Context: an optimization exercise on an open-source flow, tuned for small area. The choices shown serve that exercise and are no tape-out recipe. The RTL was checked by simulation tests, not by an equivalence proof against the original design. Power is estimated from default activity; no workload was simulated.

// processor
module processor( input         clk, reset,
                  output [31:0] PC,
                  input  [31:0] instruction,
                  output        WE,
                  output [31:0] address_to_mem,
                  output [31:0] data_to_mem,
                  input  [31:0] data_from_mem
                );
==> flow/config.mk <==
export PLATFORM = sky130hd
export DESIGN_NAME = processor
export DESIGN_NICKNAME = processor
export VERILOG_FILES = /design/flow/design.v
export SDC_FILE = /design/flow/constraint.sdc
export NUM_CORES = 4
export LEC_CHECK = 0
export CAP_MARGIN = 20
export CORE_MARGIN = 2
export CORE_UTILIZATION = 45
export PLACE_DENSITY = 0.8
export SETUP_SLACK_MARGIN = 0.1
export SLEW_MARGIN = 20
export SYNTH_HIERARCHICAL = 1
==> flow/constraint.sdc <==
create_clock -name core_clock -period 12.5 [get_ports {clk}]
set_input_delay 2.5000 -clock core_clock [delete_from_list [all_inputs] [get_ports {clk}]]
set_output_delay 2.5000 -clock core_clock [all_outputs]
set_load 0.01 [all_outputs]
standard.sh (not shown) runs the stock make flow with config.mk's settings and CLKGATE_MAP_FILE= SYNTH_SCRIPT=/design/flow/synth_recipe.tcl, a recipe that flattens the netlist after the stock synthesis.
==> flow/flow/run.sh <==
#!/bin/bash
# Layout flow: the standard ORFS flow (standard.sh) with two changes:
#  - the port buffers that global placement inserts use the smallest buffer cell;
#  - clock tree synthesis clusters flip-flops in small groups driven by clkbuf_4 and
#    adds no dummy load cells at the tree's leaves.
# ORFS keeps each step's full log under orfs/logs/; make's own output goes to make.log.
set -euo pipefail
cd "$(dirname "$0")/.."
export BUFFER_PORTS_ARGS="-buffer_cell sky130_fd_sc_hd__buf_1"
export CTS_ARGS="-sink_clustering_enable -repair_clock_nets -sink_clustering_size 8 -sink_clustering_max_diameter 35 -buf_list sky130_fd_sc_hd__clkbuf_4 -dont_use_dummy_load"
bash standard.sh > make.log 2>&1
The first run produced a clean layout.
Next try:
==> flow/flow/run.sh (replaced) <==
#!/bin/bash
# Layout flow: the standard ORFS flow (standard.sh), with the port buffers that
# global placement inserts made from the smallest buffer cell instead of the default.
# ORFS keeps each step's full log under orfs/logs/; make's own output goes to make.log.
set -euo pipefail
cd "$(dirname "$0")/.."
export BUFFER_PORTS_ARGS="-buffer_cell sky130_fd_sc_hd__buf_1"
bash standard.sh > make.log 2>&1
- CTS_BUF_LIST: not set -> sky130_fd_sc_hd__clkbuf_4
- CTS_CLUSTER_DIAMETER: not set -> 35
- CTS_CLUSTER_SIZE: not set -> 8
- PLACE_DENSITY: 0.8 -> not set
Fmax rose by about 2%; final area is higher by about 3.2%; die area is unchanged; worst setup slack gains 0.24 ns; routed wire length goes up by 5.0%; via count decreases by about 1.8%; hold slack is better by 0.0032 ns; utilization goes up by 1.7 points; first-iteration DRC count fell by about 17%; final cell count climbs by about 2.5%.

---

processor again, from the RTL that the note above started with.
==> flow/config.mk <==
export PLATFORM = sky130hd
export DESIGN_NAME = processor
export DESIGN_NICKNAME = processor
export VERILOG_FILES = /design/flow/design.v
export SDC_FILE = /design/flow/constraint.sdc
export NUM_CORES = 4
export LEC_CHECK = 0
export CAP_MARGIN = 20
export CORE_MARGIN = 2
export CORE_UTILIZATION = 55
export CTS_BUF_LIST = sky130_fd_sc_hd__clkbuf_4
export CTS_CLUSTER_DIAMETER = 35
export CTS_CLUSTER_SIZE = 8
export SETUP_SLACK_MARGIN = 0.1
export SLEW_MARGIN = 20
export SYNTH_HIERARCHICAL = 1
==> flow/constraint.sdc <==
create_clock -name core_clock -period 12.5 [get_ports {clk}]
set_input_delay 2.5000 -clock core_clock [delete_from_list [all_inputs] [get_ports {clk}]]
set_output_delay 2.5000 -clock core_clock [all_outputs]
set_load 0.01 [all_outputs]
==> flow/flow/run.sh <==
#!/bin/bash
# Layout flow: the standard ORFS flow (standard.sh), with the port buffers that
# global placement inserts made from the smallest buffer cell instead of the default.
# ORFS keeps each step's full log under orfs/logs/; make's own output goes to make.log.
set -euo pipefail
cd "$(dirname "$0")/.."
export BUFFER_PORTS_ARGS="-buffer_cell sky130_fd_sc_hd__buf_1"
bash standard.sh > make.log 2>&1
Change:
==> flow/flow/run.sh (replaced) <==
#!/bin/bash
# Layout flow: the standard ORFS flow (standard.sh) with two changes:
#  - the port buffers that global placement inserts use the smallest buffer cell;
#  - clock tree synthesis clusters flip-flops in small groups driven by clkbuf_4 and
#    adds no dummy load cells at the tree's leaves.
# ORFS keeps each step's full log under orfs/logs/; make's own output goes to make.log.
set -euo pipefail
cd "$(dirname "$0")/.."
export BUFFER_PORTS_ARGS="-buffer_cell sky130_fd_sc_hd__buf_1"
export CTS_ARGS="-sink_clustering_enable -repair_clock_nets -sink_clustering_size 8 -sink_clustering_max_diameter 35 -buf_list sky130_fd_sc_hd__clkbuf_4 -dont_use_dummy_load"
bash standard.sh > make.log 2>&1
Settings changed: CTS_BUF_LIST sky130_fd_sc_hd__clkbuf_4 to unset, CTS_CLUSTER_DIAMETER 35 to unset, CTS_CLUSTER_SIZE 8 to unset, PLACE_DENSITY set to 0.7.
Outcome: Combinational power is lower by about 5%. Routed wire length is lower by 6.4%. Register-to-register slack is better by 60 ps. Design area shrinks by 2.2%. Clock-buffer cell count decreases by 34. Worst setup slack improved by 160 ps.

==> separate check: timing with driven ports <==
Ports are ideal in the flow. The routed layouts listed here were re-timed in OpenROAD.
Step 1 (the two cells are an assumption about what drives the block):
set clk [get_ports {clk}]
set_driving_cell -lib_cell sky130_fd_sc_hd__clkbuf_16 $clk
set_driving_cell -lib_cell sky130_fd_sc_hd__buf_2 [delete_from_list [all_inputs] $clk]
Step 2 moves the port delays by t, midway between the first and last clock arrival at a register: inputs arrive t later, outputs are due t later. That takes back most of the time a late clock gives input paths.
Three values: no drivers, after step 1, after step 2; two values: the first two.
| run | t, ns | setup WS [ns] | worst setup path at the end | slew at the worst register clock pin (ns) |
|---|---|---|---|---|
| the first run of note 1 | 1.196 | 0.316 / 0.290 / 0.290 | input to output | 0.10 / 0.10 |
| the second run of note 1 | 1.191 | 0.551 / 0.523 / 0.523 | input to output | 0.10 / 0.10 |
| the first run of note 2 | 1.240 | 0.313 / 0.287 / 0.287 | input to output | 0.10 / 0.10 |
| the second run of note 2 | 1.179 | 0.470 / 0.440 / 0.440 | input to output | 0.10 / 0.10 |
After both steps every run listed still meets setup and hold. For the second run of note 2, which loses most, drivers alone change the setup slack by -0.030 ns; drivers and shift together by -0.030 ns.
